This design comes from an exercise in tuning for small area and a short achievable clock period on the open sky130 flow, not from production work. Only simulation tests tie the RTL to the original design; equivalence was not proved. Power is estimated from default activity; no workload was simulated.

$ cat design/flow/config.mk
export PLATFORM = sky130hd
export DESIGN_NAME = hashed_global_branch_predictor
export DESIGN_NICKNAME = hashed_global_branch_predictor
export VERILOG_FILES = /design/flow/design.v
export SDC_FILE = /design/flow/constraint.sdc
export NUM_CORES = 4
export LEC_CHECK = 0
export CAP_MARGIN = 20
export CORE_MARGIN = 2
export CORE_UTILIZATION = 40
export CTS_BUF_LIST = sky130_fd_sc_hd__clkbuf_4 sky130_fd_sc_hd__clkbuf_8
export SETUP_SLACK_MARGIN = 3.3
export SLEW_MARGIN = 20
$ cat design/flow/constraint.sdc
create_clock -name core_clock -period 6.0 [get_ports {clk}]
set_input_delay 1.2000 -clock core_clock [delete_from_list [all_inputs] [get_ports {clk}]]
set_output_delay 1.2000 -clock core_clock [all_outputs]
set_load 0.01 [all_outputs]
$ cat design/flow/design.v
module hashed_global_branch_predictor #(
    parameter GHR_WIDTH = 8,
    parameter HASH_KEY  = 8'b10111010   
)(
    input  wire              clk,
    input  wire              rst,
    input  wire              predict_request,
    output wire              predicted_taken,
    input  wire              update_enable,
    input  wire              actual_taken
);
    localparam N = 1 << GHR_WIDTH;
    reg  [GHR_WIDTH-1:0] ghr;
    reg  [N-1:0]         pn;       
    reg  [N-1:0]         h;        
    reg                  pred_q;   
    wire [GHR_WIDTH-1:0] index = ghr ^ HASH_KEY;
    assign predicted_taken = predict_request & pred_q;
    wire cur_h = h[index];
    wire upd_p = cur_h ? pred_q : actual_taken;
    wire upd_h = ~(pred_q ^ actual_taken);
    wire [15:0] row = rst ? 16'hffff : (16'd1 << index[7:4]);
    wire [15:0] col = rst ? 16'hffff : (16'd1 << index[3:0]);
    wire wr_pn = ~rst & ~(update_enable ? upd_p : pred_q);
    wire wr_h  = ~rst &  (update_enable ? upd_h : cur_h);
    genvar i;
    generate
        for (i = 0; i < N; i = i + 1) begin : g_entry
            wire sel = row[i >> 4] & col[i & 15];
            always @(posedge clk) begin
                if (sel) begin
                    pn[i] <= wr_pn;
                    h[i]  <= wr_h;
                end
            end
        end
    endgenerate
    wire [GHR_WIDTH-2:0] pair = ghr[GHR_WIDTH-2:0] ^ HASH_KEY[GHR_WIDTH-1:1];
    wire [N/2-1:0] pn_even, pn_odd;
    generate
        for (i = 0; i < N/2; i = i + 1) begin : g_pair
            assign pn_even[i] = pn[2*i];
            assign pn_odd[i]  = pn[2*i+1];
        end
    endgenerate
    wire rd_even = ~pn_even[pair];
    wire rd_odd  = ~pn_odd[pair];
    wire rd_p    = (actual_taken ^ HASH_KEY[0]) ? rd_odd : rd_even;
    wire same = (ghr[GHR_WIDTH-2:0] == ghr[GHR_WIDTH-1:1]) &&
                (actual_taken == ghr[0]);
    always @(posedge clk or posedge rst) begin
        if (rst) begin
            ghr    <= 0;
            pred_q <= 1'b1;
        end else if (update_enable) begin
            ghr    <= {ghr[GHR_WIDTH-2:0], actual_taken};
            pred_q <= same ? upd_p : rd_p;
        end
    end
endmodule
$ cat design/flow/run.sh
#!/bin/bash
# synth_recipe.tcl (not shown) runs the flow's synth.tcl, then flattens the netlist and writes it again
# the make line also repeats each setting of config.mk as NAME=value (left out here)
make -C /OpenROAD-flow-scripts/flow DESIGN_CONFIG=/design/flow/config.mk WORK_HOME=/design/flow/orfs CLKGATE_MAP_FILE= SYNTH_SCRIPT=/design/flow/synth_recipe.tcl finish
==> results of run 1 <==
## per-stage QoR
step	power [uW]	area, um^2	hold slack [ns]	worst slack (ns)	utilization [%]
global placement	6410	22700	0.571	1.08	42.2
finish	10100	26200	0.694	2.12	48.8
CTS	9950	25700	0.575	2.27	47.8
global route	10400	26200	0.734	2.13	48.7
floorplan	5860	21800	0.500	0.898	-
detailed placement	6440	22700	0.566	1.06	42.2
## final cells by class
class                           count  area share, %
Inverter                           11          0.186
Antenna cell                        2         0.0191
Tap cell                          696           3.33
Clock inverter                     42           1.00
Multi-Input combinational cell    708           23.8
Timing Repair Buffer              120           6.38
Clock buffer                      120           5.59
Sequential cell                   521           59.6
## per-layer routing
| metal | part of all wire (%) | routed length (um) | track usage, % | vias up |
|---|---|---|---|---|
| li1 | - | - | - | 5482 |
| met1 | 40 | 25700 | 30.8 | 6930 |
| met2 | 46 | 29900 | 34.7 | 855 |
| met3 | 9.8 | 6350 | 5.11 | 209 |
| met4 | 4.7 | 3050 | 10.8 | 4 |
| met5 | 0.028 | 18 | 0 | - |
## Yosys cell counts (10+ instances only)
cell / instances
a21oi_1: 44
a22oi_1: 19
a31oi_1: 12
buf_2: 10
buf_6: 11
clkbuf_1: 62
edfxtp_1: 512
mux2i_1: 48
mux4_2: 106
nand2_1: 36
nand3_1: 15
nor2_1: 279
o211ai_1: 11
o21ai_0: 18
## cells by family after synthesis
logic type               after synthesis  share of synthesized area, %
XOR/XNOR                               2                        0.0808
AO/OA/AOI/OAI                        146                          4.44
multiplexers                         165                          13.8
adder cells (fa/ha/maj)                8                         0.462
flip-flops                           521                          72.0
AND/OR/NAND/NOR                      363                          6.74
buffers and inverters                103                          2.49
## flip-flops by register name, indices dropped and copies added, names as in the netlist
register	count
pn	256
ghr	8
h	256
pred_q	1
## how the worst max path moves through the flow
stage	slack (ns)	endpoint	cells after the start	startpoint
floorplan	0.90	h[0]	13	ghr[0]
finish	2.12	pn[146]	11	ghr[0]
detailed placement	1.06	pn[165]	10	ghr[0]
CTS	2.27	pn[228]	13	ghr[0]
global placement	1.08	pn[164]	10	ghr[0]
global route	2.13	pn[171]	12	ghr[0]
## worst reg2reg max path: cells and delay by family, from the launching register on
kind            cells  cell delay [ns]
compound gates      3             0.73
mux                 3             1.49
simple gates        1             0.20
flops               1             0.48
buf+inv             4             0.64
## cell usage in the layout (no fill, tap or decap), types with 22 or more instances in the layout
master	synthesis	routed
mux2i_1	48	48
mux4_2	106	106
mux2_4	1	22
clkinv_1	2	28
buf_12	1	24
clkbuf_8	0	90
clkbuf_4	0	30
a21oi_1	44	25
buf_4	5	63
edfxtp_1	512	512
nor2_1	279	274
nand2_1	36	35
## power by group
| group | internal [uW] | switching (uW) | leakage (uW) | total, uW |
|---|---|---|---|---|
| Sequential | 4730 | 169 | 0.00507 | 4900 |
| Clock | 1710 | 1430 | 0.000906 | 3130 |
| Combinational | 828 | 1250 | 0.00309 | 2070 |
| Total | 7260 | 2840 | 0.00906 | 10100 |
## timing repair
| action | in CTS | in global routing |
|---|---|---|
| buffers inserted | 46 | 10 |
| cloned | 23 | 16 |
| endpoints found under the setup margin | 1005 | 619 |
| pin swaps | 17 | 4 |
| gates resized for setup | 52 | 27 |
==> results.toml, run 1 <==
[floorplanning]
die_y_um = 237
core_region_area_um2 = 53700
start_util_pct = 40.4
rows = 85
dieArea_um2 = 56100
die_w_um = 237
ios = 6

[worst_setup_path]
critPathSlowestCell = "mux4_2"
path_cells = "buf_12, buf_16, mux4_2, mux4_2, and2_1, o32ai_2, o21ai_2, a21oi_4, buf_6, buf_12, mux2_4"
rr_worst_depth = 11
crit_fanout = 20
start_kind = "flip-flop"
r2r_slack_ns = 2.12
critPathArrivalTime_ns = 4.24
rr_endpoint = "pn[146]"
crit_buf_inv = 4
criticalPathCategory = "flip-flop to flip-flop"
cpPeakStageDelay_ns = 0.53
reg2reg_from = "ghr[0]"
path_delay_family = "multiplexers"
end_kind = "flip-flop"
cp.required_ns = 6.36

[sta]
skew_ns = 0.0499
worst_slew_margin_rel_pct = 34.4
max_freq_ghz = 0.258
period_share_pct = 64.7
rsz0062_at_grt = "yes"
final.min_clock_period_ns = 3.88
tns_ns = 0
setup_viol = 0
hold_viol_final = 0
drv_slew = 0
worst_pin_slew_ns = 0.982

[cts]
clk_pin_slew_ns = 0.06
clk_latency_ns = 0.68
numCtsBuffers = 86
cts_tree = "built"
cts_sinks = 521
holdBufCountCts = 0
htreeDepth = 3
cts_buffer_depth = 3
ctsRootBufferMaster = "clkbuf_8"

[place]
io_buffer_count = 5
finalWeightedCongestion = 0.847
dp.cells = 1961
place_hpwl_mm = 32.7

[power_and_ir_drop]
powerDensity_nw_per_um2 = 386
p_leak_uw = 0.00906
peakVddDrop_v = 0.000162

[layout]
drive_gt1_share_pct = 29.8
area_growth_pct = 20.8
seqCellArea_um2 = 15600
fill_cells = 4418
final_cells = 2220
multi_input_area_um2 = 6240
nets = 1461

[routing]
drtIter0Drc = 1863
wirelength_mm = 65.0
ant_nets = 0
first_pass_iters = 5
num_vias = 13500
vias_per_cell = 6.07
route.detailed.drc = 0
wl_per_cell_um = 29.3

[logic_synthesis]
avgSynthCellArea_um2 = 16.6
syn_nets = 1321
ys_top_cells_by_area = "edfxtp_1 71%, mux4_2 11%, nor2_1 4.8%"
ys_warn_count = 1
synth_flop_cell = "edfxtp_1"
synth_edf_count = 512
synthesis.area_um2 = 21700
synth_seq_area_share_pct = 72.0
ys_types = 55
netlist_instances = 1308
synth_top_area_share_pct = 70.9
ys_seq_elements = 521
synth_async_sr_flop_share_pct = 1.73
yosysTopAreaCell = "edfxtp_1"

[run_status]
status = "finished clean"

[grt]
grt_pass1_wl_mm = 91.6
antenna_found_initial = 4
grt_pass1_vias = 13300
grt_start_max_net_pins = 87
grt_usage_pct = 22.6
grt-ovfl-total = 0

[hold_path]
hold_depth = 3
hp-start = "pred_q"
min_to = "pred_q"
hold_path.class = "flip-flop to flip-flop"

[job]
drv_cap = 0
==> inputs of run 2 (changes only) <==
--- a/design/flow/design.v
+++ b/design/flow/design.v
@@ -14,9 +14,9 @@
     reg  [N-1:0]         pn;       
     reg  [N-1:0]         h;        
     reg                  pred_q;   
+    reg                  cur_h;    
     wire [GHR_WIDTH-1:0] index = ghr ^ HASH_KEY;
     assign predicted_taken = predict_request & pred_q;
-    wire cur_h = h[index];
     wire upd_p = cur_h ? pred_q : actual_taken;
     wire upd_h = ~(pred_q ^ actual_taken);
     wire [15:0] row = rst ? 16'hffff : (16'd1 << index[7:4]);
@@ -36,25 +36,29 @@
         end
     endgenerate
     wire [GHR_WIDTH-2:0] pair = ghr[GHR_WIDTH-2:0] ^ HASH_KEY[GHR_WIDTH-1:1];
-    wire [N/2-1:0] pn_even, pn_odd;
+    wire [N/2-1:0] pn_even, pn_odd, h_even, h_odd;
     generate
         for (i = 0; i < N/2; i = i + 1) begin : g_pair
             assign pn_even[i] = pn[2*i];
             assign pn_odd[i]  = pn[2*i+1];
+            assign h_even[i]  = h[2*i];
+            assign h_odd[i]   = h[2*i+1];
         end
     endgenerate
-    wire rd_even = ~pn_even[pair];
-    wire rd_odd  = ~pn_odd[pair];
-    wire rd_p    = (actual_taken ^ HASH_KEY[0]) ? rd_odd : rd_even;
+    wire rd_odd = actual_taken ^ HASH_KEY[0];
+    wire rd_p   = rd_odd ? ~pn_odd[pair] : ~pn_even[pair];
+    wire rd_h   = rd_odd ?  h_odd[pair]  :  h_even[pair];
     wire same = (ghr[GHR_WIDTH-2:0] == ghr[GHR_WIDTH-1:1]) &&
                 (actual_taken == ghr[0]);
     always @(posedge clk or posedge rst) begin
         if (rst) begin
             ghr    <= 0;
             pred_q <= 1'b1;
+            cur_h  <= 1'b0;
         end else if (update_enable) begin
             ghr    <= {ghr[GHR_WIDTH-2:0], actual_taken};
             pred_q <= same ? upd_p : rd_p;
+            cur_h  <= same ? upd_h : rd_h;
         end
     end
 endmodule
--- a/design/flow/config.mk
+++ b/design/flow/config.mk
@@ -8,6 +8,7 @@
 export CAP_MARGIN = 20
 export CORE_MARGIN = 2
 export CORE_UTILIZATION = 40
-export CTS_BUF_LIST = sky130_fd_sc_hd__clkbuf_4 sky130_fd_sc_hd__clkbuf_8
+export CTS_CLUSTER_DIAMETER = 100
+export CTS_CLUSTER_SIZE = 30
 export SETUP_SLACK_MARGIN = 3.3
 export SLEW_MARGIN = 20
==> run 2 against run 1 <==
  * Utilization decreased by 3.5 points
  * Clock-buffer cell count decreased by 85
  * Register-to-register slack improved by 1.1 ns
  * Non-clock buffer count decreased by 33
  * Area after synthesis decreased by 0.78%
  * Largest cell class unchanged
  * Highest routed layer unchanged
==> results.toml, run 2 <==
[run_status]
status = "finished clean"

[floorplanning]
die_y_um = 236
die_w_um = 236
ios = 6
rows = 84
dieArea_um2 = 55600
start_util_pct = 40.7
core_region_area_um2 = 52900

[worst_setup_path]
start_kind = "flip-flop"
critPathSlowestCell = "mux4_2"
crit_top_cell = "mux4_2"
cpPeakStageDelay_ns = 0.54
crit_fanout = 8
cp.required_ns = 6.53
end_kind = "flip-flop"
criticalPathCategory = "flip-flop to flip-flop"
path_cells = "buf_12, mux4_2, mux4_2, mux2_4, a31oi_4, o21ai_1, a2111oi_2, a221o_1"
critPathArrivalTime_ns = 3.33

[layout]
fill_cells = 4543
seqCellArea_um2 = 15600
final_cells = 1997
area_growth_pct = 11.1
drive_gt1_share_pct = 21.4
nets = 1308
reg_top3 = "h (256), pn (256), ghr (8)"
final_cell_mix = "512 x edfxtp_1, 270 x nor2_1, 111 x mux4_2"
n_antenna_cell = 0
final_common_cell = "edfxtp_1"
multi_input_area_um2 = 5740

[logic_synthesis]
yosysTopAreaCell = "edfxtp_1"
netlist_instances = 1280
synth_seq_area_share_pct = 72.7
synth_edf_count = 512
ys_types = 56
synth.mux.area_fraction_pct = 14.0
synthSimpleGateAreaFrac_pct = 6.57
synth_compound_area_share_pct = 4.28
avgSynthCellArea_um2 = 16.8
synthesis.area_um2 = 21500
synth_async_sr_flop_share_pct = 1.92
synth_top_area_share_pct = 71.5
synth-adder-area-share_pct = 0.465
ys_warn_count = 1
syn_nets = 1293
synth_top_family_by_area = "multiplexers"
synth_flop_cell = "edfxtp_1"
yosysMostFrequentCell = "edfxtp_1"
synth_common_cells = "512 x edfxtp_1, 273 x nor2_1, 111 x mux4_2, 60 x clkbuf_1, 39 x a21oi_1"
ys_seq_elements = 522
synth_xor_area_share_pct = 0.0814
ys_top_cells_by_area = "edfxtp_1 71%, mux4_2 12%, nor2_1 4.8%"

[place]
dp.cells = 1925
finalWeightedCongestion = 0.841
place_ws_ns = 2.00
place_hpwl_mm = 31.9
io_buffer_count = 5

[sta]
setup_ws_ns = 3.20
worst_pin_slew_ns = 1.11
worst_slew_margin_rel_pct = 25.8
setup_viol = 0
rsz0062_at_grt = "yes"
max_freq_ghz = 0.357
drv_slew = 0
hold_viol_final = 0
skew_ns = 0.0233
period_share_pct = 46.7
final.min_clock_period_ns = 2.80

[hold_path]
hold_path.class = "flip-flop to flip-flop"

[grt]
grt_usage_pct = 20.4
grt_start_max_net_pins = 93
grt_pass1_vias = 12000
grt-ovfl-total = 0
antenna_found_initial = 2
grt_pass1_wl_mm = 83.3

[routing]
first_pass_iters = 8
ant_nets = 0
num_vias = 12100
route.detailed.drc = 0
wirelength_mm = 57.6
wl_per_cell_um = 28.9
drtIter0Drc = 1739
vias_per_cell = 6.04

[cts]
clk_latency_ns = 0.57
htreeDepth = 1
cts_sinks = 522
cts_buffer_depth = 3
clk_pin_slew_ns = 0.12
ctsRootBufferMaster = "clkbuf_16"
numCtsBuffers = 21
cts_tree = "built"

[power_and_ir_drop]
finalPower_uw = 8190
p_leak_uw = 0.00795
powerDensity_nw_per_um2 = 343
peakVddDrop_v = 0.000215

[job]
drv_cap = 0
[run 2: cell types whose count changed after synthesis, sizes merged, moves of 3 or more]
cell,delta
a21oi,-6
buf,+5
o211ai,-9
o22ai,+5
mux4,+5
nand3,-7
nor2,-6
a22o,+3
mux2i,-10
inv,-3
nor4,+3
nand2,-10
[run 2: worst paths after layout]
path,from,endpoint,slack [ns],cells after the start
max in group asynchronous,rst,ghr[1],4.50,2
worst min register to register,cur_h,pred_q,0.75,3
worst min-delay path,cur_h,pred_q,0.75,3
worst max register to register,ghr[0],pred_q,3.20,8
worst max-delay path,ghr[0],pred_q,3.20,8
min in group asynchronous,rst,cur_h,1.15,2
[run 2: worst max-delay path: cells and delay by family (launching register included)]
kind / cells / cell delay (ns)
multiplexers: 3 / 1.40
AO/OA/AOI/OAI: 4 / 0.73
flip-flops: 1 / 0.47
buffers and inverters: 1 / 0.16
[run 2: cell families after synthesis]
| group | Yosys count |
|---|---|
| and+or+nand+nor | 348 |
| adders and majority gates | 8 |
| muxes | 160 |
| buffers and inverters | 101 |
| DFF | 522 |
| xor gates and xnor gates | 2 |
| AOI/OAI and AO/OA | 139 |
[run 2: cell type report]
cell class	instances	share of cell area, %
Sequential cell	522	65.4
Multi-Input combinational cell	657	24.0
Timing Repair Buffer	87	4.33
Tap cell	688	3.60
Clock buffer	35	2.42
Inverter	6	0.105
Clock inverter	2	0.0838
[run 2: power by group]
group          internal, uW  switching, uW
registers              4680            151
logic                   566           1030
clock network           680           1080
total                  5930           2260
[run 2: metal layers]
layer | GRT usage [%] | part of all wire, % | wire length, um
met2 | 34.0 | 49 | 28400
met5 | 0 | 0.038 | 22
met1 | 28.7 | 41 | 23500
met4 | 5.04 | 2.5 | 1440
met3 | 2.43 | 7.4 | 4280
[run 2: timing repair]
action | CTS | global route
setup buffers | 15 | 14
pin swaps | 4 | 2
endpoints found under the setup margin | 957 | 236
hold buffers | 0 | 0
gates cloned | 3 | 3
endpoints found under the hold margin | 0 | 0
resized for setup | 55 | 16
[run 2: stage by stage]
stage	util [%]	instance area (um^2)	setup TNS, ns	hold slack, ns
2_1_floorplan	-	21600	-35.30	0.662
3_3_place_gp	42.6	22500	0	0.696
3_5_place_dp	42.6	22500	0	0.711
4_1_cts	44.6	23600	0	0.738
5_1_grt	45.2	23900	0	0.775
6_report	45.2	23900	0	0.745
==> inputs of run 3 (changes only) <==
--- a/design/flow/config.mk
+++ b/design/flow/config.mk
@@ -8,7 +8,5 @@
 export CAP_MARGIN = 20
 export CORE_MARGIN = 2
 export CORE_UTILIZATION = 40
-export CTS_CLUSTER_DIAMETER = 100
-export CTS_CLUSTER_SIZE = 30
 export SETUP_SLACK_MARGIN = 3.3
 export SLEW_MARGIN = 20
==> run 3 against run 2 <==
  * Hold slack worse by 0.0047 ns
  * Cell count is 2.7% higher
  * Utilization is 2.0 points higher
  * Largest power group unchanged
==> results.toml, run 3 <==
[power_and_ir_drop]
finalPower_uw = 9680
powerDensity_nw_per_um2 = 388
p_leak_uw = 0.00844
peakVddDrop_v = 0.000246

[logic_synthesis]
yosysTopAreaCell = "edfxtp_1"
synth.mux.area_fraction_pct = 14.0
synth_compound_area_share_pct = 4.28
avgSynthCellArea_um2 = 16.8
ys_seq_elements = 522
synth_top_area_share_pct = 71.5
synth_common_cells = "512 x edfxtp_1, 273 x nor2_1, 111 x mux4_2, 60 x clkbuf_1, 39 x a21oi_1"
syn_nets = 1293
synth_top_family_by_area = "multiplexers"
synth_edf_count = 512
synth_async_sr_flop_share_pct = 1.92
synth_flop_cell = "edfxtp_1"
synth_xor_area_share_pct = 0.0814
synthSimpleGateAreaFrac_pct = 6.57
ys_types = 56
synth-adder-area-share_pct = 0.465
synthesis.area_um2 = 21500
synth_seq_area_share_pct = 72.7
ys_warn_count = 1
yosysMostFrequentCell = "edfxtp_1"
netlist_instances = 1280
ys_top_cells_by_area = "edfxtp_1 71%, mux4_2 12%, nor2_1 4.8%"

[floorplanning]
ios = 6
dieArea_um2 = 55600
die_y_um = 236
start_util_pct = 40.7
die_w_um = 236
core_region_area_um2 = 52900
rows = 84

[worst_setup_path]
crit_fanout = 32
start_kind = "flip-flop"
rr_endpoint = "pred_q"
rr_worst_depth = 8
r2r_slack_ns = 3.20
reg2reg_from = "ghr[3]"
critPathArrivalTime_ns = 3.35
cp.required_ns = 6.54
cpPeakStageDelay_ns = 0.50
path_cells = "buf_4, nand2b_2, a2111oi_1, a311oi_1, and3_1, a2bb2oi_1, a2111oi_2, a221o_1"
end_kind = "flip-flop"
critPathSlowestCell = "buf_4"
criticalPathCategory = "flip-flop to flip-flop"

[cts]
clk_pin_slew_ns = 0.06
numCtsBuffers = 52
ctsRootBufferMaster = "clkbuf_16"
holdBufCountCts = 0
cts_tree = "built"
htreeDepth = 2
clk_latency_ns = 0.60
cts_sinks = 522
cts_buffer_depth = 3

[layout]
final_common_cell = "edfxtp_1"
area_growth_pct = 15.9
seqCellArea_um2 = 15600
fill_cells = 4428
final_cell_mix = "512 x edfxtp_1, 270 x nor2_1, 111 x mux4_2"
nets = 1333
reg_top3 = "h (256), pn (256), ghr (8)"
multi_input_area_um2 = 5750
final_util_pct = 47.2
drive_gt1_share_pct = 24.2

[grt]
grt-ovfl-total = 0
grt_pass1_wl_mm = 85.4
grt_usage_pct = 21.1
grt_start_max_net_pins = 93
grt_pass1_vias = 12400
antenna_found_initial = 1

[routing]
wirelength_mm = 58.6
first_pass_iters = 5
ant_nets = 0
wl_per_cell_um = 28.6
num_vias = 12200
route.detailed.drc = 0
vias_per_cell = 5.94
drtIter0Drc = 1694

[hold_path]
hp-start = "cur_h"
min_to = "pred_q"
hold_path.class = "flip-flop to flip-flop"
hold_depth = 3

[place]
place_hpwl_mm = 31.9
finalWeightedCongestion = 0.841
io_buffer_count = 5

[sta]
worst_pin_slew_ns = 1.15
hold_viol_final = 0
tns_ns = 0
setup_viol = 0
period_share_pct = 46.7
final.min_clock_period_ns = 2.80
skew_ns = 0.0195
worst_slew_margin_rel_pct = 23.5
max_freq_ghz = 0.357
drv_slew = 0
rsz0062_at_grt = "yes"

[job]
drv_cap = 0

[run_status]
status = "finished clean"
==> run 3: changes by cell type in the layout (fill, tap and decap cells not counted), moves of 4 or more <==
| cell | change |
|---|---|
| clkinv_2 | +11 |
| buf_4 | -10 |
| clkinv_1 | +8 |
| bufinv_16 | +6 |
| clkbuf_16 | +31 |
| clkinvlp_4 | +4 |
==> run 3: report_power, final <==
part,internal (uW),total [uW],switching [uW]
combinational,559,1590,1030
clock,1880,3250,1370
sequential,4690,4850,156
==> run 3: layout make-up <==
cell class | count | share of cell area (%)
flip-flops and latches | 522 | 62.7
well taps | 688 | 3.45
multi-input cells | 657 | 23.0
inverters | 6 | 0.100
clock inverters | 30 | 1.22
diodes | 1 | 0.0100
clock buffers | 66 | 5.51
repair buffers | 81 | 3.95
==> run 3: kinds of logic (layout without fill, tap and decap cells) <==
group	after synthesis	count (layout)
xor gates and xnor gates	2	2
and+or+nand+nor	348	348
muxes	160	160
adders and majority gates	8	8
other	0	1
AOI/OAI and AO/OA	139	139
buffers and inverters	101	183
DFF	522	522
==> run 3: routing by layer <==
metal	wire [um]	global-route usage (%)	vias up
met5	13	0	-
met4	1810	7.47	2
met3	4080	2.75	109
met2	28400	34.1	521
met1	24300	29.4	6435
li1	-	-	5124
==> run 3: what timing repair did <==
action | in CTS | in global routing
endpoints found under the hold margin | 0 | 0
setup endpoints to repair | 957 | 472
gates resized for setup | 54 | 18
buffers inserted | 18 | 6
gates cloned | 3 | 2
pin swaps | 6 | 2
==> run 3: worst max-delay path: cells and delay by family (launching register included) <==
| family | cells | cell delay [ns] |
|---|---|---|
| AO/OA/AOI/OAI | 5 | 1.27 |
| AND/OR/NAND/NOR | 2 | 0.63 |
| buffers and inverters | 1 | 0.50 |
| flip-flops | 1 | 0.34 |
==> run 3: how the worst max path moves through the flow <==
stage / startpoint / endpoint / slack, ns / depth (start not counted)
4_1_cts: ghr[0] / pred_q / 3.11 / 8
5_1_grt: ghr[0] / pred_q / 3.11 / 9
3_5_place_dp: actual_taken / cur_h / 2.00 / 9
3_3_place_gp: actual_taken / cur_h / 2.02 / 7
2_1_floorplan: actual_taken / pn[0] / -0.14 / 6
6_report: ghr[3] / pred_q / 3.20 / 8
==> run 3: metrics by stage <==
step,cell area [um^2],instances,hold WS [ns],setup WS [ns]
after floorplan,21600,1280,0.662,-0.138
after global placement,22500,1925,0.696,2.02
after detailed placement,22500,1925,0.711,2.00
after CTS,24700,2042,0.725,3.11
after global routing,24900,2050,0.761,3.11
final,24900,2051,0.740,3.20
==> inputs of run 4 (changes only) <==
--- a/design/flow/design.v
+++ b/design/flow/design.v
@@ -28,7 +28,10 @@
         for (i = 0; i < N; i = i + 1) begin : g_entry
             wire sel = row[i >> 4] & col[i & 15];
             always @(posedge clk) begin
-                if (sel) begin
+                if (rst) begin
+                    pn[i] <= 1'b0;
+                    h[i]  <= 1'b0;
+                end else if (sel) begin
                     pn[i] <= wr_pn;
                     h[i]  <= wr_h;
                 end
==> run 4 against run 3 <==
  * Still clean
  * Power rose by 13%
  * Utilization rose by 0.46 points
  * Flip-flop and latch count did not move
  * First-iteration DRC count is 7.9% lower
  * Critical path depth rose by 1
  * Sequential share of layout area decreased by 20 points
  * Combinational power is 61% higher
  * Hold slack worse by 0.30 ns
  * Cell count grew 50%
  * Clock power increased by 5%
==> results.toml, run 4 <==
[hold_path]
hold_depth = 2
hp-start = "pn[254]"
hold_path.class = "flip-flop to flip-flop"

[logic_synthesis]
synthesis.area_um2 = 21000
synth_xor_area_share_pct = 0.0833
synthSimpleGateAreaFrac_pct = 16.2
ys_top_cells_by_area = "dfxtp_1 49%, nand2_1 15%, mux4_2 13%"
synth_seq_area_share_pct = 49.9
ys_types = 40
synth_common_cells = "843 x nand2_1, 523 x o21ai_0, 512 x dfxtp_1, 124 x mux4_2, 103 x clkbuf_1"
netlist_instances = 2329
synth-adder-area-share_pct = 0.476
synth.mux.area_fraction_pct = 15.3
yosysMostFrequentCell = "nand2_1"
synth_top_area_share_pct = 48.7
synth_edf_count = 0
ys_warn_count = 1
ys_seq_elements = 522
syn_nets = 2342
synth_compound_area_share_pct = 15.0
synth_top_family_by_area = "simple AND/OR/NAND/NOR gates"
synth_flop_cell = "dfxtp_1"
yosysTopAreaCell = "dfxtp_1"
synth_async_sr_flop_share_pct = 1.92
avgSynthCellArea_um2 = 9.03

[cts]
cts_tree = "built"
numCtsBuffers = 54
clk_latency_ns = 0.61
htreeDepth = 2
clk_pin_slew_ns = 0.06
cts_buffer_depth = 3
holdBufCountCts = 0
ctsRootBufferMaster = "clkbuf_16"
cts_sinks = 522

[grt]
antenna_found_initial = 1
busiest_layer = "met2"
use_met1_pct = 32.9
grt-ovfl-total = 0
grt_pass1_vias = 16300
met3_usage_pct = 5.63
grt_usage_pct = 24.7
grt_pass1_wl_mm = 101
gr-usage-met2_pct = 38.9
grt_start_max_net_pins = 65

[sta]
skew_ns = 0.0231
worst_slew_margin_rel_pct = 50.0
max_freq_ghz = 0.352
final.min_clock_period_ns = 2.84
drv_slew = 0
setup_viol = 0
period_share_pct = 47.3
worst_pin_slew_ns = 0.748
rsz0062_at_grt = "yes"
tns_ns = 0
hold_viol_final = 0
hold_slack_ns = 0.445

[routing]
ant_nets = 0
num_vias = 17200
route.detailed.drc = 0
first_pass_iters = 7
drtIter0Drc = 1561
wl_per_cell_um = 22.0
vias_per_cell = 5.59
wirelength_mm = 67.7

[place]
place_hpwl_mm = 37.5
io_buffer_count = 5
place_area_um2 = 21700
finalWeightedCongestion = 0.820

[worst_setup_path]
crit_fanout = 11
critPathArrivalTime_ns = 3.31
criticalPathCategory = "flip-flop to flip-flop"
end_kind = "flip-flop"
start_kind = "flip-flop"
reg2reg_from = "ghr[1]"
worstSetupStartpoint = "ghr[1]"
cp.required_ns = 6.47
rr_worst_depth = 9

[layout]
final_common_cell = "nand2_1"
final_area_um2 = 24900
final_cell_mix = "816 x nand2_1, 518 x o21ai_0, 512 x dfxtp_1"
drive_gt1_share_pct = 16.7
nets = 2358
area_growth_pct = 18.2
fill_cells = 4783
reg_top3 = "h (256), pn (256), ghr (8)"

[floorplanning]
die_w_um = 233
start_util_pct = 40.3
die_y_um = 233
rows = 84
ios = 6
dieArea_um2 = 54400
core_region_area_um2 = 52200

[power_and_ir_drop]
peakVddDrop_v = 0.000220
p_leak_uw = 0.00956
powerDensity_nw_per_um2 = 438

[job]
drv_cap = 0

[run_status]
status = "finished clean"
-- run 4: changes by cell type after synthesis, moves of 10 or more --
cell	before	now
dfxtp_1	0	512
nor2_1	273	12
mux4_2	111	124
mux2i_1	38	15
a21oi_1	39	22
o22ai_1	12	2
clkbuf_1	60	103
o21ai_0	17	523
nand2_1	26	843
a22oi_1	20	36
edfxtp_1	512	0
-- run 4: path summary, 6_finish.rpt --
| path | end | slack, ns |
|---|---|---|
| max reg2reg | h[250] | 3.16 |
| max | h[250] | 3.16 |
| min reg2reg | pn[254] | 0.45 |
| min in group asynchronous | ghr[0] | 0.73 |
| min | pn[254] | 0.45 |
| max in group asynchronous | pred_q | 4.73 |
-- run 4: power by group --
part	switching (uW)	internal, uW
logic	1470	1090
registers	526	4400
clock network	1410	2010
total	3400	7490
-- run 4: layer usage --
metal  share of wire [%]  up-vias
met5               0.019        -
met4                 3.6        2
met3                 8.3      161
met2                  45      685
met1                  43     8219
li1                    -     8157
-- run 4: kinds of logic (layout without fill, tap and decap cells) --
family | count (synthesis) | count (layout)
simple gates | 892 | 894
flops | 522 | 522
buf+inv | 152 | 211
other cells | 0 | 1
xor+xnor | 2 | 2
compound gates | 601 | 601
mux | 152 | 152
fa+ha+maj | 8 | 8
-- run 4: critical path: stages, from the launching register on --
cell and delay (ns):
dfrtp_4 0.54, buf_6 0.17, inv_1 0.38, ha_1 0.34, nand2_1 0.10, nand2_1 0.33
buf_4 0.41, nand2_1 0.21, nand2_1 0.12, o21ai_0 0.09
-- run 4: cell type report --
cell class | count | area, um^2 | area share, %
timing repair inverter | 1 | 5.00 | 0.0201
sequential | 522 | 10500 | 42.3
antenna | 1 | 2.50 | 0.0101
inverter | 9 | 42.5 | 0.171
tap | 688 | 861 | 3.46
multi-input combinational | 1657 | 10200 | 41.2
clock buffer | 93 | 1710 | 6.88
clock inverter | 8 | 92.6 | 0.372
timing repair buffer | 100 | 1400 | 5.63
-- run 4: repair_timing --
action                                  4_1_cts  5_1_grt
gates resized for setup                      70       84
buffers inserted                             20       26
endpoints found under the setup margin      515      483
cloned                                       14        5
pin swaps                                     6       17
hold endpoints to repair                      0        0
-- run 4: stage by stage --
step	util (%)	power, uW	instances	setup WS (ns)
after floorplan	-	6380	2329	2.92
after global placement	41.5	7030	2911	1.77
after detailed placement	41.5	7140	2912	1.78
after CTS	46.4	10700	3047	3.11
after global routing	47.6	11400	3078	3.15
final	47.6	10900	3079	3.16
==> inputs of run 5 (changes only) <==
--- a/design/flow/config.mk
+++ b/design/flow/config.mk
@@ -8,5 +8,7 @@
 export CAP_MARGIN = 20
 export CORE_MARGIN = 2
 export CORE_UTILIZATION = 40
+export CTS_CLUSTER_DIAMETER = 100
+export CTS_CLUSTER_SIZE = 25
 export SETUP_SLACK_MARGIN = 3.3
 export SLEW_MARGIN = 20
==> run 5 against run 4 <==
  * Final area down 5.5%
  * Clock power down 46%
  * Cell count down 2.9%
  * Setup slack worse by 0.018 ns
  * Still clean on timing, DRC and antenna
==> results.toml, run 5 <==
[cts]
htreeDepth = 1
cts_buffer_depth = 3
clk_pin_slew_ns = 0.11
numCtsBuffers = 24
clk_latency_ns = 0.59
ctsRootBufferMaster = "clkbuf_16"
cts_tree = "built"
cts_sinks = 522

[logic_synthesis]
synth_flop_cell = "dfxtp_1"
netlist_instances = 2329
ys_warn_count = 1
syn_nets = 2342
yosysTopAreaCell = "dfxtp_1"
ys_top_cells_by_area = "dfxtp_1 49%, nand2_1 15%, mux4_2 13%"
synthesis.area_um2 = 21000
avgSynthCellArea_um2 = 9.03
ys_seq_elements = 522
synth_common_cells = "843 x nand2_1, 523 x o21ai_0, 512 x dfxtp_1, 124 x mux4_2, 103 x clkbuf_1"
yosysMostFrequentCell = "nand2_1"
synth_seq_area_share_pct = 49.9
synth_edf_count = 0
synth_top_area_share_pct = 48.7
ys_types = 40
synth_async_sr_flop_share_pct = 1.92

[hold_path]
hold_path.class = "flip-flop to flip-flop"
hold_depth = 2
min_to = "pn[254]"
hp-start = "pn[254]"

[worst_setup_path]
criticalPathCategory = "flip-flop to flip-flop"
critPathSlowestCell = "dfrtp_4"
rr_worst_depth = 9
path_delay_family = "buffers and inverters"
critPathArrivalTime_ns = 3.30
crit_buf_inv = 3
reg2reg_from = "ghr[1]"
start_kind = "flip-flop"
crit_fanout = 11
rr_endpoint = "pn[250]"
path_cells = "buf_8, inv_1, ha_1, nand2_1, nand2_1, buf_4, nand2_1, nand2_1, o21ai_0"
cpPeakStageDelay_ns = 0.55
crit_top_cell = "nand2_1"
end_kind = "flip-flop"
cp.required_ns = 6.45
r2r_slack_ns = 3.14

[routing]
vias_per_cell = 5.63
wl_per_cell_um = 22.0
first_pass_iters = 5
drtIter0Drc = 1616
wirelength_mm = 65.7
ant_nets = 0
num_vias = 16800
route.detailed.drc = 0

[floorplanning]
ios = 6
die_w_um = 233
core_region_area_um2 = 52200
rows = 84
dieArea_um2 = 54400
start_util_pct = 40.3
die_y_um = 233

[place]
place_area_um2 = 21700
dp.cells = 2912
finalWeightedCongestion = 0.820
io_buffer_count = 5
place_hpwl_mm = 37.5

[layout]
final_cell_mix = "814 x nand2_1, 517 x o21ai_0, 512 x dfxtp_1"
n_antenna_cell = 0
final_common_cell = "nand2_1"
area_growth_pct = 11.7
final_cells = 2990
final_area_um2 = 23500
drive_gt1_share_pct = 13.9
final_util_pct = 45.0
reg_top3 = "h (256), pn (256), ghr (8)"
nets = 2312

[sta]
period_share_pct = 47.6
final.min_clock_period_ns = 2.86
hold_viol_final = 0
rsz0062_at_grt = "yes"
setup_viol = 0
max_freq_ghz = 0.350
drv_slew = 0
skew_ns = 0.0271
worst_pin_slew_ns = 0.744
tns_ns = 0
worst_slew_margin_rel_pct = 50.2

[run_status]
status = "finished clean"

[grt]
grt_pass1_wl_mm = 99.1
grt_start_max_net_pins = 65
grt_pass1_vias = 16100
antenna_found_initial = 0
grt_usage_pct = 24.1
grt-ovfl-total = 0

[power_and_ir_drop]
powerDensity_nw_per_um2 = 395
p_leak_uw = 0.00890
finalPower_uw = 9270
peakVddDrop_v = 0.000222

[job]
drv_cap = 0
[run 5: logic make-up after synthesis]
family | synth area share, %
flip-flops | 49.9
buffers and inverters | 3.06
multiplexers | 15.3
adder cells (fa/ha/maj) | 0.476
AND/OR/NAND/NOR | 16.2
AO/OA/AOI/OAI | 15.0
XOR/XNOR | 0.0833
[run 5: per-layer routing]
layer | share of wire, % | up-vias | GRT usage (%) | wire, um
li1 | - | 8029 | - | -
met1 | 43 | 8039 | 32.9 | 28600
met2 | 45 | 618 | 38.6 | 29600
met3 | 7.6 | 141 | 4.02 | 5020
met4 | 3.8 | 0 | 8.72 | 2520
met5 | 0 | - | 0 | 0
[run 5: worst max path at each step]
stage	from	to	slack, ns	depth (start not counted)
floorplan	actual_taken	cur_h	2.92	9
global placement	actual_taken	cur_h	1.77	9
detailed placement	actual_taken	h[163]	1.78	8
CTS	ghr[1]	pred_q	3.25	9
global route	ghr[1]	pred_q	3.20	9
finish	ghr[1]	pn[250]	3.14	9
[run 5: area by class of cell]
class | instances | area (um^2)
clock buffer | 28 | 637
clock inverter | 1 | 5.00
fill | 4907 | 28700
inverter | 9 | 42.5
multi-input combinational | 1657 | 10200
sequential | 522 | 10500
tap | 688 | 861
timing repair buffer | 84 | 1210
timing repair inverter | 1 | 5.00
[run 5: worst register-to-register path: cells and delay by family (launching register included)]
kind | cells | cell delay (ns)
compound gates | 1 | 0.08
fa+ha+maj | 1 | 0.36
buf+inv | 3 | 0.98
flops | 1 | 0.55
simple gates | 4 | 0.74
[run 5: repair_timing]
item	in CTS	in global routing
setup buffers	22	11
endpoints found under the hold margin	0	0
cloned	16	0
setup endpoints to repair	515	327
pin swaps	14	6
gates resized for setup	105	38
hold buffers	0	0
[run 5: power breakdown]
| part | internal, uW | switching (uW) |
|---|---|---|
| Sequential | 4390 | 524 |
| Combinational | 1070 | 1440 |
| Clock | 755 | 1100 |
[run 5: through the flow]
stage | setup slack, ns | hold slack [ns]
after floorplan | 2.92 | 0.417
after global placement | 1.77 | 0.428
after detailed placement | 1.78 | 0.437
after CTS | 3.25 | 0.459
after global routing | 3.20 | 0.481
final | 3.14 | 0.454

[afterwards: timing with drivers on the ports]
The flow's constraints put no driver on any port. The routed layouts listed below were extracted and timed again, unchanged, in two steps.
Step 1 (the two cells are an assumption about what drives the block):
set clk [get_ports {clk}]
set_driving_cell -lib_cell sky130_fd_sc_hd__clkbuf_16 $clk
set_driving_cell -lib_cell sky130_fd_sc_hd__buf_2 [delete_from_list [all_inputs] $clk]
Step 2, shift: input delay + t, output delay - t, t = (earliest + latest rising clock arrival at the registers) / 2. This alone moves slack from input paths to output paths.
Slacks: ideal / step 1 / step 2; pairs: ideal / step 1.
run | t (ns) | setup slack, ns | clock arrival spread, ns | worst register clock-pin slew, ns | worst data-port slew with drivers (ns)
run 1 | 0.716 | 2.120 / 2.120 / 2.120 | 0.050 / 0.050 | 0.07 / 0.07 | 0.10
run 2 | 0.619 | 3.196 / 3.196 / 2.602 | 0.025 / 0.025 | 0.12 / 0.12 | 0.22
run 3 | 0.649 | 3.196 / 3.191 / 2.543 | 0.023 / 0.023 | 0.06 / 0.06 | 0.15
run 4 | 0.661 | 3.160 / 3.030 / 2.370 | 0.024 / 0.025 | 0.07 / 0.07 | 0.29
run 5 | 0.633 | 3.143 / 3.010 / 2.376 | 0.027 / 0.027 | 0.11 / 0.11 | 0.29
After both steps every run listed still meets setup and hold. For run 4, which loses most, drivers alone change the setup slack by -0.130 ns; drivers and shift together by -0.790 ns.
